Context: an optimization exercise on an open-source flow, tuned for small area. The choices shown serve that exercise and are no tape-out recipe.
In this exercise RTL edits were held to simulation tests only and were not proved equivalent to the original.
No activity file was given, so power comes from the tool's default toggle rates.

File: flow/design.v
module perceptron
(
    input   logic                     clk,
    input   logic                     rst,
    input   logic [31:0]              branch_pc,
    input   logic                     is_branch,
    input   logic                     branch_taken,
    input   logic                     committing_br,
    input   logic   [31:0]            comitting_br_pc,
    output  logic                     prediction
);
    localparam int ROWS = 64;
    logic [7:0]                   ghr;    
    logic [ROWS-1:0]              par;
    logic [ROWS-1:0][7:0][6:0]    w;
    logic [5:0] ra, rc;
    assign ra = branch_pc[7:2];
    assign rc = comitting_br_pc[7:2];
    logic [ROWS-1:0] sela, selc;
    always_comb begin
        for (int r = 0; r < ROWS; r++) begin
            sela[r] = (ra == 6'(r));
            selc[r] = (rc == 6'(r));
        end
    end
    logic [7:0][6:0] rowa, rowc;
    logic            para, parc;
    always_comb begin
        rowa = '0; rowc = '0; para = 1'b0; parc = 1'b0;
        for (int r = 0; r < ROWS; r++) begin
            rowa = rowa | ({56{sela[r]}} & w[r]);
            rowc = rowc | ({56{selc[r]}} & w[r]);
            para = para | (sela[r] & par[r]);
            parc = parc | (selc[r] & par[r]);
        end
    end
    function automatic logic [6:0] half_sum(input logic [7:0][6:0] row, input logic p,
                                            input logic [7:0] h);
        logic [6:0] s;
        logic [2:0] nz;    
        s = row[0];
        nz = 3'd0;
        for (int k = 1; k < 8; k++) begin
            s = s + (h[k] ? row[k] : ~row[k]);
            nz = nz + {2'b0, ~h[k]};
        end
        s = s + (p ? 7'd4 : {4'b0, nz});
        half_sum = s;
    endfunction
    logic [6:0] suma, sumc;
    assign suma = half_sum(rowa, para, ghr);
    assign sumc = half_sum(rowc, parc, ghr);
    logic p2;
    assign prediction = is_branch & (suma > 7'd4);
    assign p2 = sumc > 7'd4;
    logic train;
    assign train = committing_br & (branch_taken != p2);
    logic [7:0][6:0] upd;
    always_comb begin
        for (int k = 0; k < 8; k++) begin
            if (branch_taken == ghr[k])
                upd[k] = rowc[k] + {6'b0, parc};
            else
                upd[k] = rowc[k] - {6'b0, ~parc};
        end
    end
    logic [7:0][6:0] wd;
    logic            pd;
    assign wd = rst ? '0 : upd;
    assign pd = ~rst & ~parc;
    always_ff @(posedge clk) begin
        if (rst)
            ghr <= '0;
        else if (committing_br)
            ghr <= {ghr[6:0], branch_taken};
    end
    generate for (genvar r = 0; r < ROWS; r++) begin : g_row
        logic we;
        assign we = rst | (train & selc[r]);
        always_ff @(posedge clk) begin
            if (we) begin
                w[r]   <= wd;
                par[r] <= pd;
            end
        end
    end endgenerate
endmodule
File: flow/flow/run.sh
#!/bin/bash
# Own layout flow: the standard flow (standard.sh, with its standard
# synthesis unchanged) with these changes:
#  * global routing keeps more of met1/met2 free (flow/fastroute.tcl), which
#    helps detailed routing converge on this wire-heavy table;
#  * antenna diodes are added with a margin before detailed routing
#    (flow/pre_drt.tcl), to avoid a second full detailed-routing pass;
#  * CTS runs without dummy loads, with clkbuf_8 and larger sink clusters.
# All tool output goes to the ORFS logs under orfs/logs and to flow_make.log.
set -euo pipefail
here=$(pwd)
cts_args="-sink_clustering_enable -repair_clock_nets -dont_use_dummy_load -buf_list sky130_fd_sc_hd__clkbuf_8 -sink_clustering_size 30 -sink_clustering_max_diameter 80"
bash "$here/standard.sh" "CTS_ARGS=$cts_args" "FASTROUTE_TCL=$here/flow/fastroute.tcl" "PRE_DETAIL_ROUTE_TCL=$here/flow/pre_drt.tcl" finish > "$here/flow_make.log" 2>&1
File: flow/flow/fastroute.tcl
# Global routing capacity per layer: leave more of met1 and met2 to pin
# access and the power rails, and push long routes up to met3-met5.
set_global_routing_layer_adjustment met1 0.5
set_global_routing_layer_adjustment met2 0.35
set_global_routing_layer_adjustment met3 0.2
set_global_routing_layer_adjustment met4 0.2
set_global_routing_layer_adjustment met5 0.2

set_routing_layers -clock $::env(MIN_CLK_ROUTING_LAYER)-$::env(MAX_ROUTING_LAYER)
set_routing_layers -signal $::env(MIN_ROUTING_LAYER)-$::env(MAX_ROUTING_LAYER)
File: flow/flow/pre_drt.tcl
# Before detailed routing: add antenna diodes with a 30% margin on the ratios
# that the global routes give, so that the detailed routes (which differ a
# little from the global ones) seldom leave an antenna violation behind.
repair_antennas -iterations 5 -ratio_margin 30
check_placement -verbose
File: flow/standard.sh
#!/bin/bash
# synth_recipe.tcl (not shown) runs the flow's synth.tcl, then flattens the netlist and writes it again
# the make line also repeats each setting of config.mk as NAME=value (left out here)
make -C /OpenROAD-flow-scripts/flow DESIGN_CONFIG=/design/flow/config.mk WORK_HOME=/design/flow/orfs CLKGATE_MAP_FILE= SYNTH_SCRIPT=/design/flow/synth_recipe.tcl "${@:-finish}"
File: flow/config.mk
export PLATFORM = sky130hd
export DESIGN_NAME = perceptron
export DESIGN_NICKNAME = perceptron
export VERILOG_FILES = /design/flow/design.v
export SDC_FILE = /design/flow/constraint.sdc
export NUM_CORES = 4
export LEC_CHECK = 0
export CAP_MARGIN = 5
export CORE_MARGIN = 2
export CORE_UTILIZATION = 40
export CTS_BUF_LIST = sky130_fd_sc_hd__clkbuf_8
export CTS_CLUSTER_DIAMETER = 80
export CTS_CLUSTER_SIZE = 30
export SLEW_MARGIN = 5
File: flow/constraint.sdc
create_clock -name core_clock -period 20.0 [get_ports {clk}]
set_input_delay 4.0000 -clock core_clock [delete_from_list [all_inputs] [get_ports {clk}]]
set_output_delay 4.0000 -clock core_clock [all_outputs]
set_load 0.01 [all_outputs]
==> results of run 1 <==
## routing by layer
layer  track usage (%)
met1             76.64
met3             70.19
met4             62.81
met2             79.03
met5             41.76
## cells by family after synthesis
kind of cell,synth area share [%]
xor gates and xnor gates,0.9585
AOI/OAI and AO/OA,17.51
adders and majority gates,1.613
buffers and inverters,2.470
and+or+nand+nor,8.556
muxes,0.1216
DFF,68.78
## Yosys cell counts, drive strengths merged, types with 4 or more instances
master   number  area [sq um]
nor4b         9         78.83
a22o         20         175.2
nor2b        28         175.2
nor2        225         847.1
clkbuf      654          2455
edfxtp     3648        109500
or4           6         52.55
nor4bb       11         110.1
buf         233          1016
xor2         74         648.1
ha           68         850.8
dfxtp         8         160.2
a21oi        91         455.4
nand3b       12         90.09
a311o        64         640.6
nand4b        9         91.34
and2          4         25.02
xnor2        92         813.3
and3        142         888.4
o22ai         5         31.28
a221oi       23         201.4
nand3       185         925.9
and4b         9         93.84
fa           86          1722
inv         125         469.2
nor3        174         870.8
nand2b       15         93.84
nand4bb      13         146.4
a21o         36         270.3
o21ai        13         65.06
nand4       397          2484
and4          9         78.83
or4b          8         80.08
nand2      1308          4910
nor4        244          1526
mux2i        16         160.2
a2111oi      46         410.4
a22oi      3396         25490
## metrics by stage
step	worst slack, ns	power [mW]
detailed placement	1.262	23.47
CTS	1.222	26.64
floorplan	5.358	18.06
global route	0.7907	27.89
global placement	1.099	23.45
## worst min-delay path by stage
stage	cells past startpoint	start	slack [ns]	end
global route	2	ghr[0]	0.58	ghr[1]
detailed placement	2	ghr[0]	0.54	ghr[0]
global placement	2	ghr[0]	0.54	ghr[0]
CTS	2	ghr[0]	0.55	ghr[0]
floorplan	2	ghr[0]	0.50	ghr[0]
## power by group through the flow
stage / registers [mW] / clock network [mW] / logic, mW
after global placement: 13.0 / 0 / 10.4
after global routing: 13.1 / 3.54 / 11.2
after detailed placement: 13.1 / 0 / 10.4
after CTS: 12.9 / 3.32 / 10.4
after floorplan: 12.5 / 0 / 5.53
==> metrics.md, run 1 <==
| Metric | Value |
|---|---|
| Summed instance area of the synthesized netlist | `159500 sq um` |
| Hold buffers post-CTS | `0` |
| Count of unique library cells instantiated by Yosys | `69` |
| Count of clock tree sinks | `3656` |
| Outcome | `did not finish` |
| Stage reached | `detailed routing (5_2_route)` |
| Gpl congestion | `1.084` |
| Gate Count Post-Synth | `11.54k` |
| Wire length of the first global-routing pass | `1527 mm` |
| Setup Fix Bufs, Post-CTS | `0` |
| Synth Register Bits | `3656` |
| Root buffer selected by CTS | `clkbuf_8` |
| Floorplan row count | `231` |
| Instance area after placement | `173100 sq um` |
| Grt ovf | `0` |
| Buffers from clock root to sink, at most | `4` |
| Post-detailed-placement half-perimeter wirelength | `692.4 mm` |
| Resized cells post-CTS | `0` |
| Post-Syn Nets | `11.77k` |
| Fraction of the yosys area taken by sequential cells | `68.78%` |
| Global Route Usage Sum | `72.10%` |
| First error message | `[ERROR GRT-0232] Routing congestion too high. Check the congestion heatmap in the GUI.` |
| Initial antenna violation count | `254` |
| Mean Syn Cell Area | `13.82 sq um` |
| Async set or reset register ratio after synthesis | `0%` |
| Ports | `70` |
| Ys flop type | `edfxtp_1` |
| Total number of H-tree levels | `4` |
| Starting Density | `40.23%` |
| Number of global-route vias before repair | `142.0k` |
| Total CTS buffers | `193` |
| Number of enable-type register cells in the synthesized netlist | `3648` |
| DIE WIDTH | `635.5 um` |
| Die span in y | `635.5 um` |
| # port buffers | `17` |
| Cell count after placement | `16.73k` |
| Pin count of the biggest net entering global routing | `70` |
| Synth warnings | `1` |
==> run 2, diff against run 1 <==
--- a/flow/config.mk
+++ b/flow/config.mk
@@ -7,8 +7,9 @@
 export LEC_CHECK = 0
 export CAP_MARGIN = 5
 export CORE_MARGIN = 2
-export CORE_UTILIZATION = 40
+export CORE_UTILIZATION = 30
 export CTS_BUF_LIST = sky130_fd_sc_hd__clkbuf_8
 export CTS_CLUSTER_DIAMETER = 80
 export CTS_CLUSTER_SIZE = 30
+export PLACE_DENSITY = 0.45
 export SLEW_MARGIN = 5
==> run 2 against run 1 <==
- the flow again stops in detailed routing (5_2_route)
- area after synthesis stayed put
- global-route usage is 15 points lower
- synthesized cell count did not move
==> metrics.md, run 2 <==
| Metric | Value |
|---|---|
| Post-detailed-placement half-perimeter wirelength | `726.6 mm (+4.9%)` |
| Most common cell in the netlist | `edfxtp_1` |
| Grt ovf | `0 (unchanged)` |
| # port buffers | `17 (unchanged)` |
| Initial antenna violation count | `246 (-3.1%)` |
| DIE WIDTH | `733.2 um (+15%)` |
| Synth Register Bits | `3656 (unchanged)` |
| Resized cells post-CTS | `0 (unchanged)` |
| Count of unique library cells instantiated by Yosys | `69 (unchanged)` |
| Synth warnings | `1 (unchanged)` |
| List of most frequent post-synthesis cells | `edfxtp_1, a22oi_1, nand2_1` |
| Root buffer selected by CTS | `clkbuf_8` |
| Global Route Usage Sum | `57.43% (-15 points)` |
| Fraction of the yosys area taken by sequential cells | `68.78% (unchanged)` |
| Count of clock tree sinks | `3656 (unchanged)` |
| Die span in y | `733.2 um (+15%)` |
| Starting Density | `30.14% (-10 points)` |
| Outcome | `did not finish` |
| Most area-consuming cells after synthesis | `edfxtp_1, a22oi_1, nand2_1` |
| Setup Fix Bufs, Post-CTS | `0 (unchanged)` |
| Post-placement worst setup slack | `1.485 ns (+0.2233 ns)` |
| Gate Count Post-Synth | `11.54k (unchanged)` |
| Wire length of the first global-routing pass | `1609 mm (+5.3%)` |
| Summed instance area of the synthesized netlist | `159500 sq um (unchanged)` |
| Buffers from clock root to sink, at most | `4 (unchanged)` |
| Ys flop type | `edfxtp_1` |
| Largest area contributor in the synthesized netlist | `edfxtp_1` |
| Floorplan row count | `267 (+16%)` |
| Fraction of synthesized cell area taken by the top area cell type | `68.68% (unchanged)` |
| Ports | `70 (unchanged)` |
| Gpl congestion | `1.020 (-5.9%)` |
| Hold buffers post-CTS | `0 (unchanged)` |
| Total number of H-tree levels | `4 (unchanged)` |
| Pin count of the biggest net entering global routing | `65 (-7.1%)` |
| First error message | `[ERROR GRT-0232] Routing congestion too high. Check the congestion heatmap in the GUI.` |
| Async set or reset register ratio after synthesis | `0% (unchanged)` |
| Stage reached | `detailed routing (5_2_route)` |
| Mean Syn Cell Area | `13.82 sq um (unchanged)` |
| Number of enable-type register cells in the synthesized netlist | `3648 (unchanged)` |
| Number of global-route vias before repair | `139.2k (-1.9%)` |
| Post-Syn Nets | `11.77k (unchanged)` |
| Total CTS buffers | `234 (+21%)` |
## run 2: cell counts after synthesis
Identical to the previous run, type by type.
## run 2: worst max path at each step
stage | from | to | slack (ns) | depth (start not counted)
after floorplan | branch_pc[2] | prediction | 5.36 | 30
after global placement | branch_pc[4] | prediction | 1.48 | 27
after detailed placement | branch_pc[4] | prediction | 1.48 | 27
after CTS | branch_pc[4] | prediction | 1.47 | 27
after global routing | branch_pc[5] | prediction | 0.91 | 27
## run 2: per-stage QoR
stage	power [mW]	hold slack, ns	std cells	util [%]	instance area (sq um)
2_1_floorplan	18.06	0.5033	11540	-	159500
3_5_place_dp	23.32	0.5359	18460	33.16	175500
4_1_cts	26.80	0.5626	18690	33.77	178700
3_3_place_gp	23.42	0.5298	18450	33.15	175400
5_1_grt	28.07	0.5862	18840	33.93	179600
## run 2: logic make-up after synthesis
family | count (synthesis) | synth area share (%)
simple gates | 2819 | 8.556
fa+ha+maj | 154 | 1.613
buf+inv | 1012 | 2.470
xor+xnor | 169 | 0.9585
mux | 19 | 0.1216
compound gates | 3714 | 17.51
flops | 3656 | 68.78
## run 2: power groups by stage
stage          registers [mW]  clock network [mW]  logic (mW)
5_1_grt                  13.1                3.86        11.1
2_1_floorplan            12.5                   0        5.53
3_3_place_gp             13.1                   0        10.3
4_1_cts                  12.9                3.64        10.2
3_5_place_dp             13.1                   0        10.2
## run 2: layer usage
metal	global-route usage, %
met1	64.49
met2	67.13
met3	51.70
met4	48.78
met5	12.34
==> run 3, diff against run 2 <==
==> flow/flow/run.sh (replaced) <==
#!/bin/bash
# Own layout flow: the standard flow (standard.sh, with its standard
# synthesis and CTS unchanged) with two changes:
#  * global routing keeps more of met1/met2 free (flow/fastroute.tcl), which
#    helps detailed routing converge on this wire-heavy table;
#  * antenna diodes are added with a margin before detailed routing
#    (flow/pre_drt.tcl), to avoid repeated full detailed-routing passes.
# All tool output goes to the ORFS logs under orfs/logs and to flow_make.log.
set -euo pipefail
here=$(pwd)
bash "$here/standard.sh" "FASTROUTE_TCL=$here/flow/fastroute.tcl" "PRE_DETAIL_ROUTE_TCL=$here/flow/pre_drt.tcl" finish > "$here/flow_make.log" 2>&1
==> flow/flow/pre_drt.tcl (replaced) <==
# Before detailed routing: add antenna diodes with a 35% margin on the ratios
# that the global routes give, so that the detailed routes (which differ a
# little from the global ones) seldom leave an antenna violation behind and
# need a second full detailed-routing pass.
repair_antennas -diode_only -iterations 5 -ratio_margin 35 -allow_congestion
check_placement -verbose
==> flow/config.mk (replaced) <==
export PLATFORM = sky130hd
export DESIGN_NAME = perceptron
export DESIGN_NICKNAME = perceptron
export VERILOG_FILES = /design/flow/design.v
export SDC_FILE = /design/flow/constraint.sdc
export NUM_CORES = 4
export LEC_CHECK = 0
export CAP_MARGIN = 20
export CORE_MARGIN = 2
export CORE_UTILIZATION = 30
export PLACE_DENSITY = 0.45
export SLEW_MARGIN = 20
==> run 3 against run 2 <==
- synthesized cell count is the same
- global-route usage up 0.23 points
- area after synthesis unchanged
- now clean on timing, DRC and antenna
==> metrics.md, run 3 <==
| Metric | Value |
|---|---|
| Wire length of the first global-routing pass | `1619 mm (+0.66%)` |
| Cell count after placement | `18.49k (+0.18%)` |
| Post-route worst setup slack | `0.9620 ns` |
| Crit path launch type | `primary input` |
| Largest area contributor in the synthesized netlist | `edfxtp_1` |
| Worst min-delay path class | `flip-flop to flip-flop` |
| Busiest layer in global routing | `met2` |
| Arithmetic-cell share of the synthesized area counting full adders, half adders and majority gates | `1.613% (unchanged)` |
| Ports | `70 (unchanged)` |
| Drt first-iter violations | `17.56k` |
| Actual slew at the worst max-slew pin | `1.336 ns` |
| Registers with the highest flip-flop counts | `w (3584), par (64), ghr (8)` |
| Grt ovf | `0 (unchanged)` |
| Summed instance area of the synthesized netlist | `159500 sq um (unchanged)` |
| Pin count of the biggest net entering global routing | `65 (unchanged)` |
| Power per cell area | `162.8 nW/um^2` |
| Layout Area Growth over Synthesis | `24.14%` |
| Post-route DRC violation count | `0` |
| Clock latency reported for the late side of the worst-skew pair | `1.15 ns` |
| Sort of element at the end of the critical path | `primary output` |
| Switching Share | `41.88%` |
| Highest fanout seen on the critical path | `18` |
| Critical hold path startpoint | `ghr[0]` |
| Clock input transition at the sequential cells of the worst setup and hold paths | `0.06 ns` |
| Setup repair after global routing missed its margin | `false` |
| Share of cell area taken by muxes after synthesis | `0.1216% (unchanged)` |
| Synth Register Bits | `3656 (unchanged)` |
| Worst reg2reg startpoint | `ghr[2]` |
| Post-route ant nets | `0` |
| Synthesized-area fraction occupied by and/or/nand/nor cells | `8.556% (unchanged)` |
| Fraction of layout instances using a drive strength above 1 | `14.49%` |
| Mean Syn Cell Area | `13.82 sq um (unchanged)` |
| Floorplan row count | `267 (unchanged)` |
| Fraction of the yosys area taken by sequential cells | `68.78% (unchanged)` |
| # port buffers | `17 (unchanged)` |
| Gpl congestion | `1.020 (unchanged)` |
| Compound-gate portion of the synthesized area | `17.51% (unchanged)` |
| Setup Fix Bufs, Post-CTS | `0 (unchanged)` |
| Count of clock tree sinks | `3656 (unchanged)` |
| Slowest stage delay, CP | `1.25 ns` |
| Layout net count | `12.16k` |
| Root buffer selected by CTS | `clkbuf_16` |
| Met1 Resource Use GR | `64.84% (+0.35 points)` |
| DIE WIDTH | `733.2 um (unchanged)` |
| Count of unique library cells instantiated by Yosys | `69 (unchanged)` |
| Number of instances on the worst hold path | `2` |
| Worst Clk Skew | `0.1445 ns` |
| Post-route cell area | `198000 sq um` |
| Ratio of routed vias to standard cells | `6.523` |
| Resized cells post-CTS | `0 (unchanged)` |
| Clock share of power | `25.5%` |
| Final routed wirelength across all metal layers | `1289 mm` |
| Number of failing hold endpoints at the final stage | `0` |
| Global routing usage on met2 | `67.26% (+0.13 points)` |
| Post-placement worst setup slack | `1.503 ns (+0.01851 ns)` |
| Leakage power | `68.57 nW` |
| Initial antenna violation count | `250 (+1.6%)` |
| CP max-delay cell | `clkdlybuf4s50_1` |
| Max-cap violation count | `0` |
| Post-layout min period | `19.04 ns` |
| Most frequent cells in the layout | `edfxtp_1, a22oi_1, nand2_1, buf_4, clkbuf_16` |
| Number of enable-type register cells in the synthesized netlist | `3648 (unchanged)` |
| Synth warnings | `1 (unchanged)` |
| Register name with the most flops | `w` |
| Final Cycle Share | `95.19%` |
| Internal power component | `18.73 mW` |
| Hold buffers post-CTS | `0 (unchanged)` |
| Post-Synth XOR/XNOR Area | `0.9585% (unchanged)` |
| Buffers from clock root to sink, at most | `4 (unchanged)` |
| Gate Count Post-Synth | `11.54k (unchanged)` |
| Most common library cell in the layout ignoring fill and taps | `edfxtp_1` |
| Post-Syn Nets | `11.77k (unchanged)` |
| Number of iterations in the first detailed-routing pass | `9` |
| Fraction of synthesized cell area taken by the top area cell type | `68.68% (unchanged)` |
| Max Clk Rate | `52.53 MHz` |
| Async set or reset register ratio after synthesis | `0% (unchanged)` |
| Global Route Usage Sum | `57.66% (+0.23 points)` |
| Filler-free cell count of the finished design | `22.17k` |
| Required time at the worst-slack endpoint | `16.00 ns` |
| Largest register FFs | `3584` |
| Most area-consuming cells after synthesis | `edfxtp_1, a22oi_1, nand2_1` |
| Cell repeated most along the worst path | `fa_1` |
| Relative contribution of sequential cells to total power | `40.5%` |
| Most common cell in the netlist | `edfxtp_1` |
| Area of the die | `537600 sq um` |
| Total Power Consumption | `32.23 mW` |
| Vias post-DR | `144.6k` |
| Endpoint arrival time on the critical path | `15.04 ns` |
| Core outline area | `529200 sq um` |
| Clock tree from TritonCTS | `yes` |
| Final Slew Violations | `0` |
| Number of global-route vias before repair | `142.2k (+2.1%)` |
| Total CTS buffers | `428 (+83%)` |
| Setup TNS | `0 ns` |
| Fraction of met3 tracks used by global routing | `51.71% (about the same)` |
| Total number of H-tree levels | `5 (+1)` |
| Outcome | `no timing/DRC/antenna violations` |
| Post-detailed-route wirelength per cell | `58.17 um` |
| Fraction of power consumed by combinational cells | `34.0%` |
| Worst Setup SP | `branch_pc[7]` |
| Worst slew slack as a fraction of its limit | `10.96%` |
| Ys flop type | `edfxtp_1` |
| Instance area after placement | `176200 sq um (+0.44%)` |
| Worst Path Class, Setup | `primary input to primary output` |
| List of most frequent post-synthesis cells | `edfxtp_1, a22oi_1, nand2_1` |
| Worst hold slack | `0.5538 ns` |
| Post-detailed-placement half-perimeter wirelength | `732.0 mm (+0.74%)` |
| Finished Core Util | `37.42%` |
| Die span in y | `733.2 um (unchanged)` |
| Net switching power | `13.50 mW` |
| Peak supply drop | `0.001176 V` |
| # setup viols final | `0` |
| Combinational family with the most area after synthesis | `compound AO/OA/AOI/OAI gates` |
| Starting Density | `30.14% (unchanged)` |
| Worst reg-to-reg path cell count | `26` |
## run 3: cell counts after synthesis
No cell type changed its count.
## run 3: final timing paths
kind	end	slack, ns
max	prediction	0.96
min	ghr[0]	0.55
max reg2reg	w[1429]	8.75
min reg2reg	ghr[0]	0.55
## run 3: power by group through the flow
| stage | clock network [mW] | registers [mW] | logic [mW] |
|---|---|---|---|
| 2_1_floorplan | 0 | 12.5 | 5.53 |
| 4_1_cts | 8.16 | 12.9 | 10.4 |
| 3_3_place_gp | 0 | 13.1 | 10.3 |
| 3_5_place_dp | 0 | 13.1 | 10.4 |
| 6_report | 8.21 | 13.1 | 11.0 |
| 5_1_grt | 8.45 | 13.2 | 11.1 |
## run 3: area by class of cell
class | count | area [sq um]
Multi-Input combinational cell | 6875 | 47530
Sequential cell | 3656 | 109700
Clock inverter | 292 | 3201
Inverter | 125 | 469.2
Tap cell | 6994 | 8751
Timing Repair Buffer | 855 | 10160
Antenna cell | 2870 | 7182
Fill cell | 50200 | 331100
Clock buffer | 499 | 11020
## run 3: routing by layer
metal	wire, um	vias up
li1	-	52250
met4	151600	199
met3	271400	5814
met5	8750	-
met2	465700	16320
met1	391900	70020
## run 3: logic make-up (layout without fill, tap and decap cells)
group                      after synthesis  in the layout
buffers and inverters                 1012           1771
AOI/OAI and AO/OA                     3714           3714
xor gates and xnor gates               169            169
and+or+nand+nor                       2819           2819
muxes                                   19             19
adders and majority gates              154            154
DFF                                   3656           3656
other                                    0           2870
## run 3: worst max-delay path: cells and delay by family
kind	cells	cell delay (ns)
buffers and inverters	8	3.34
adders and majority gates	5	2.56
and+or+nand+nor	5	2.53
AOI/OAI and AO/OA	5	1.32
xor gates and xnor gates	4	1.19
==> run 4, diff against run 3 <==
--- a/flow/config.mk
+++ b/flow/config.mk
@@ -7,6 +7,5 @@
 export LEC_CHECK = 0
 export CAP_MARGIN = 20
 export CORE_MARGIN = 2
-export CORE_UTILIZATION = 30
-export PLACE_DENSITY = 0.45
+export CORE_UTILIZATION = 35
 export SLEW_MARGIN = 20
==> run 4 against run 3 <==
- still clean on timing, DRC and antenna
- final cell count fell by 6.0%
- hold slack better by 0.0025 ns
- combinational power decreased by 14%
- utilization up 5.3 points
- final area fell by 2.2%
- setup slack worse by 0.24 ns
- critical path depth stayed put
- maximum frequency down 1.2%
- power is 6.7% lower
- sequential power is essentially flat
- critical path type unchanged
==> metrics.md, run 4 <==
| Metric | Value |
|---|---|
| Worst hold slack | `0.5563 ns (+0.002512 ns)` |
| Post-route cell area | `193800 sq um (-2.2%)` |
| Instance area after placement | `173900 sq um (-1.3%)` |
| Outcome | `no timing/DRC/antenna violations` |
| Setup TNS | `0 ns (unchanged)` |
| Count of fill cells added during filler insertion | `41.27k (-18%)` |
| Final routed wirelength across all metal layers | `1177 mm (-8.7%)` |
| Most frequent cells in the layout | `edfxtp_1, a22oi_1, nand2_1, buf_4, clkbuf_16` |
| Total number of H-tree levels | `5 (unchanged)` |
| Last element of the critical path | `prediction` |
| Hold buffers post-CTS | `0 (unchanged)` |
| Most common cell in the netlist | `edfxtp_1` |
| Initial antenna violation count | `230 (-8.0%)` |
| Grt ovf | `0 (unchanged)` |
| Clock latency reported for the late side of the worst-skew pair | `1.09 ns (-0.06 ns)` |
| Registers with the highest flip-flop counts | `w (3584), par (64), ghr (8)` |
| Global Route Usage Sum | `61.34% (+3.7 points)` |
| Sort of element at the end of the critical path | `primary output` |
| Post-Syn Nets | `11.77k (unchanged)` |
| Final Cycle Share | `96.37% (+1.2 points)` |
| Mean Syn Cell Area | `13.82 sq um (unchanged)` |
| Pin count of the biggest net entering global routing | `72 (+11%)` |
| Required time at the worst-slack endpoint | `16.00 ns (about the same)` |
| Clock tree from TritonCTS | `yes` |
| Worst slew slack as a fraction of its limit | `4.795% (-6.2 points)` |
| Synth Register Bits | `3656 (unchanged)` |
| Starting Density | `35.21% (+5.1 points)` |
| Count of unique library cells instantiated by Yosys | `69 (unchanged)` |
| Clock input transition at the sequential cells of the worst setup and hold paths | `0.06 ns (about the same)` |
| Buffers from clock root to sink, at most | `4 (unchanged)` |
| Number of enable-type register cells in the synthesized netlist | `3648 (unchanged)` |
| Ys flop type | `edfxtp_1` |
| Layout net count | `12.12k (-0.34%)` |
| # setup viols final | `0 (unchanged)` |
| Fraction of synthesized cell area taken by the top area cell type | `68.68% (unchanged)` |
| Root buffer selected by CTS | `clkbuf_16` |
| Floorplan row count | `247 (-7.5%)` |
| Resized cells post-CTS | `0 (unchanged)` |
| Area of the die | `461200 sq um (-14%)` |
| Post-route ant nets | `0 (unchanged)` |
| Highest fanout seen on the critical path | `13 (-5)` |
| Endpoint arrival time on the critical path | `15.27 ns (+0.23 ns)` |
| Number of iterations in the first detailed-routing pass | `6 (-3)` |
| Count of clock tree sinks | `3656 (unchanged)` |
| Async set or reset register ratio after synthesis | `0% (unchanged)` |
| Most common library cell in the layout ignoring fill and taps | `edfxtp_1` |
| Drt first-iter violations | `20.46k (+16%)` |
| Largest area contributor in the synthesized netlist | `edfxtp_1` |
| Max Clk Rate | `51.89 MHz (-1.2%)` |
| # port buffers | `17 (unchanged)` |
| Post-route DRC violation count | `0 (unchanged)` |
| Gpl congestion | `1.055 (+3.4%)` |
| Power per cell area | `155.1 nW/um^2 (-4.7%)` |
| Total Power Consumption | `30.06 mW (-6.7%)` |
| Setup repair after global routing missed its margin | `false` |
| Most area-consuming cells after synthesis | `edfxtp_1, a22oi_1, nand2_1` |
| Multi-input combinational cell area | `47500 sq um (about the same)` |
| DIE WIDTH | `679.1 um (-7.4%)` |
| Summed instance area of the synthesized netlist | `159500 sq um (unchanged)` |
| Core outline area | `453100 sq um (-14%)` |
| Max-cap violation count | `0 (unchanged)` |
| Peak supply drop | `0.001872 V (+59%)` |
| Register name with the most flops | `w` |
| Vias post-DR | `148.5k (+2.7%)` |
| Post-detailed-placement half-perimeter wirelength | `668.3 mm (-8.7%)` |
| Post-layout min period | `19.27 ns (+0.2354 ns)` |
| Number of global-route vias before repair | `142.1k (-0.050%)` |
| Worst min-delay path class | `flip-flop to flip-flop` |
| Worst Setup SP | `branch_pc[3]` |
| Crit path launch type | `primary input` |
| Worst reg-to-reg path cell count | `25 (-3.8%)` |
| Worst Path Class, Setup | `primary input to primary output` |
| Worst Clk Skew | `0.09220 ns (-0.05232 ns)` |
| Finished Core Util | `42.77% (+5.3 points)` |
| Fraction of the yosys area taken by sequential cells | `68.78% (unchanged)` |
| Sequential standard cell area | `109700 sq um (about the same)` |
| Synth warnings | `1 (unchanged)` |
| Terminus of the critical flop-to-flop path | `w[437]` |
| List of most frequent post-synthesis cells | `edfxtp_1, a22oi_1, nand2_1` |
| Ports | `70 (unchanged)` |
| Final Slew Violations | `0 (unchanged)` |
| Ratio of routed vias to standard cells | `7.131 (+9.3%)` |
| Setup Fix Bufs, Post-CTS | `0 (unchanged)` |
| Wire length of the first global-routing pass | `1493 mm (-7.8%)` |
| Largest register FFs | `3584 (unchanged)` |
| Post-detailed-route wirelength per cell | `56.51 um (-2.9%)` |
| Register-to-register path setup slack | `8.44 ns (-0.31 ns)` |
| Total CTS buffers | `394 (-7.9%)` |
| Number of failing hold endpoints at the final stage | `0 (unchanged)` |
| Leakage power | `67.62 nW (-1.4%)` |
| Actual slew at the worst max-slew pin | `1.418 ns (+0.08229 ns)` |
| Gate Count Post-Synth | `11.54k (unchanged)` |
| Layout Area Growth over Synthesis | `21.47%` |
| Die span in y | `679.1 um (-7.4%)` |
| Worst reg2reg startpoint | `ghr[2]` |
| Fraction of layout instances using a drive strength above 1 | `13.99% (-0.50 points)` |
run 4: report_power, final:
part | switching (mW) | internal (mW)
sequential | 1.44 | 11.6
clock | 3.39 | 4.19
combinational | 7.31 | 2.14
total | 12.1 | 17.9
run 4: layout make-up:
type                       count  share of cell area [%]
sequential                  3656                   56.62
multi-input combinational   6875                   24.52
clock buffer                 475                   5.322
timing repair buffer         848                   4.764
tap                         5976                   3.859
antenna                     2636                   3.404
clock inverter               239                   1.268
inverter                     125                  0.2422
run 4: how the worst min path moves through the flow:
stage,startpoint,to,slack [ns],cells after the start
2_1_floorplan,ghr[0],ghr[0],0.50,2
3_3_place_gp,ghr[0],ghr[0],0.54,2
3_5_place_dp,ghr[0],ghr[1],0.54,2
4_1_cts,ghr[0],ghr[1],0.55,2
5_1_grt,ghr[0],ghr[1],0.60,2
6_report,ghr[0],ghr[1],0.56,2
run 4: critical path, cell delays in order:
cell and delay (ns):
clkdlybuf4s50_1 0.61, nand2b_2 0.72, buf_4 0.41, nor2_4 0.95, buf_4 0.62, a22oi_1 0.21, nand4_1 0.11, nor3_1 0.07
nand4_1 0.38, xor2_1 0.24, fa_1 0.58, fa_1 0.58, inv_1 0.05, fa_1 0.53, inv_1 0.07, fa_1 0.50
o21bai_1 0.13, fa_1 0.51, a21o_1 0.18, a21oi_1 0.24, o21bai_1 0.09, a21oi_1 0.43, xnor2_1 0.56, xnor2_1 0.20
xnor3_1 0.75, a31oi_1 0.78, clkdlybuf4s50_1 0.68
run 4: per-layer routing:
metal / GRT usage, % / wire length [um] / vias to the layer above
li1: - / - / 51830
met1: 63.86 / 332200 / 69350
met2: 68.60 / 403800 / 19300
met3: 59.97 / 273500 / 7674
met4: 53.05 / 152900 / 397
met5: 33.74 / 14640 / -
run 4: stage by stage:
step / worst slack (ns) / std cells
after floorplan: 5.358 / 11540
final: 0.7266 / 20830
after detailed placement: 1.770 / 17460
after CTS: 1.769 / 18170
after global routing: 1.090 / 18480
after global placement: 1.720 / 17440
run 4: cells by family (layout without fill, tap and decap cells):
group	Yosys count	in the layout	share of synthesized area (%)
buf+inv	1012	1687	2.470
compound gates	3714	3714	17.51
mux	19	19	0.1216
flops	3656	3656	68.78
xor+xnor	169	169	0.9585
simple gates	2819	2819	8.556
other cells	0	2636	0
fa+ha+maj	154	154	1.613

-- afterwards: timing with drivers on the ports --
Ports are ideal in the flow. The routed layouts listed here were re-timed in OpenROAD.
Step 1 sets driving cells, clkbuf_16 on the clock port and buf_2 on the other inputs (assumed; they add their load-dependent delay and slew).
Step 2 times the ports against the registers' clock, not the clock port: input delays grow and output delays shrink by t, the midpoint of the rising clock arrivals with the driver on.
Three values: ideal ports, drivers, drivers and shift; two values: the first two.
| run | t (ns) | setup WS [ns] | worst setup path after step 2 | pins driven straight from the clock port |
|---|---|---|---|---|
| run 3 | 1.216 | 0.962 / 0.936 / 0.936 | input to output | 1 |
| run 4 | 1.171 | 0.727 / 0.662 / 0.662 | input to output | 1 |
After both steps every run listed still meets setup and hold. For run 4, which loses most, drivers alone change the setup slack by -0.065 ns; drivers and shift together by -0.065 ns.
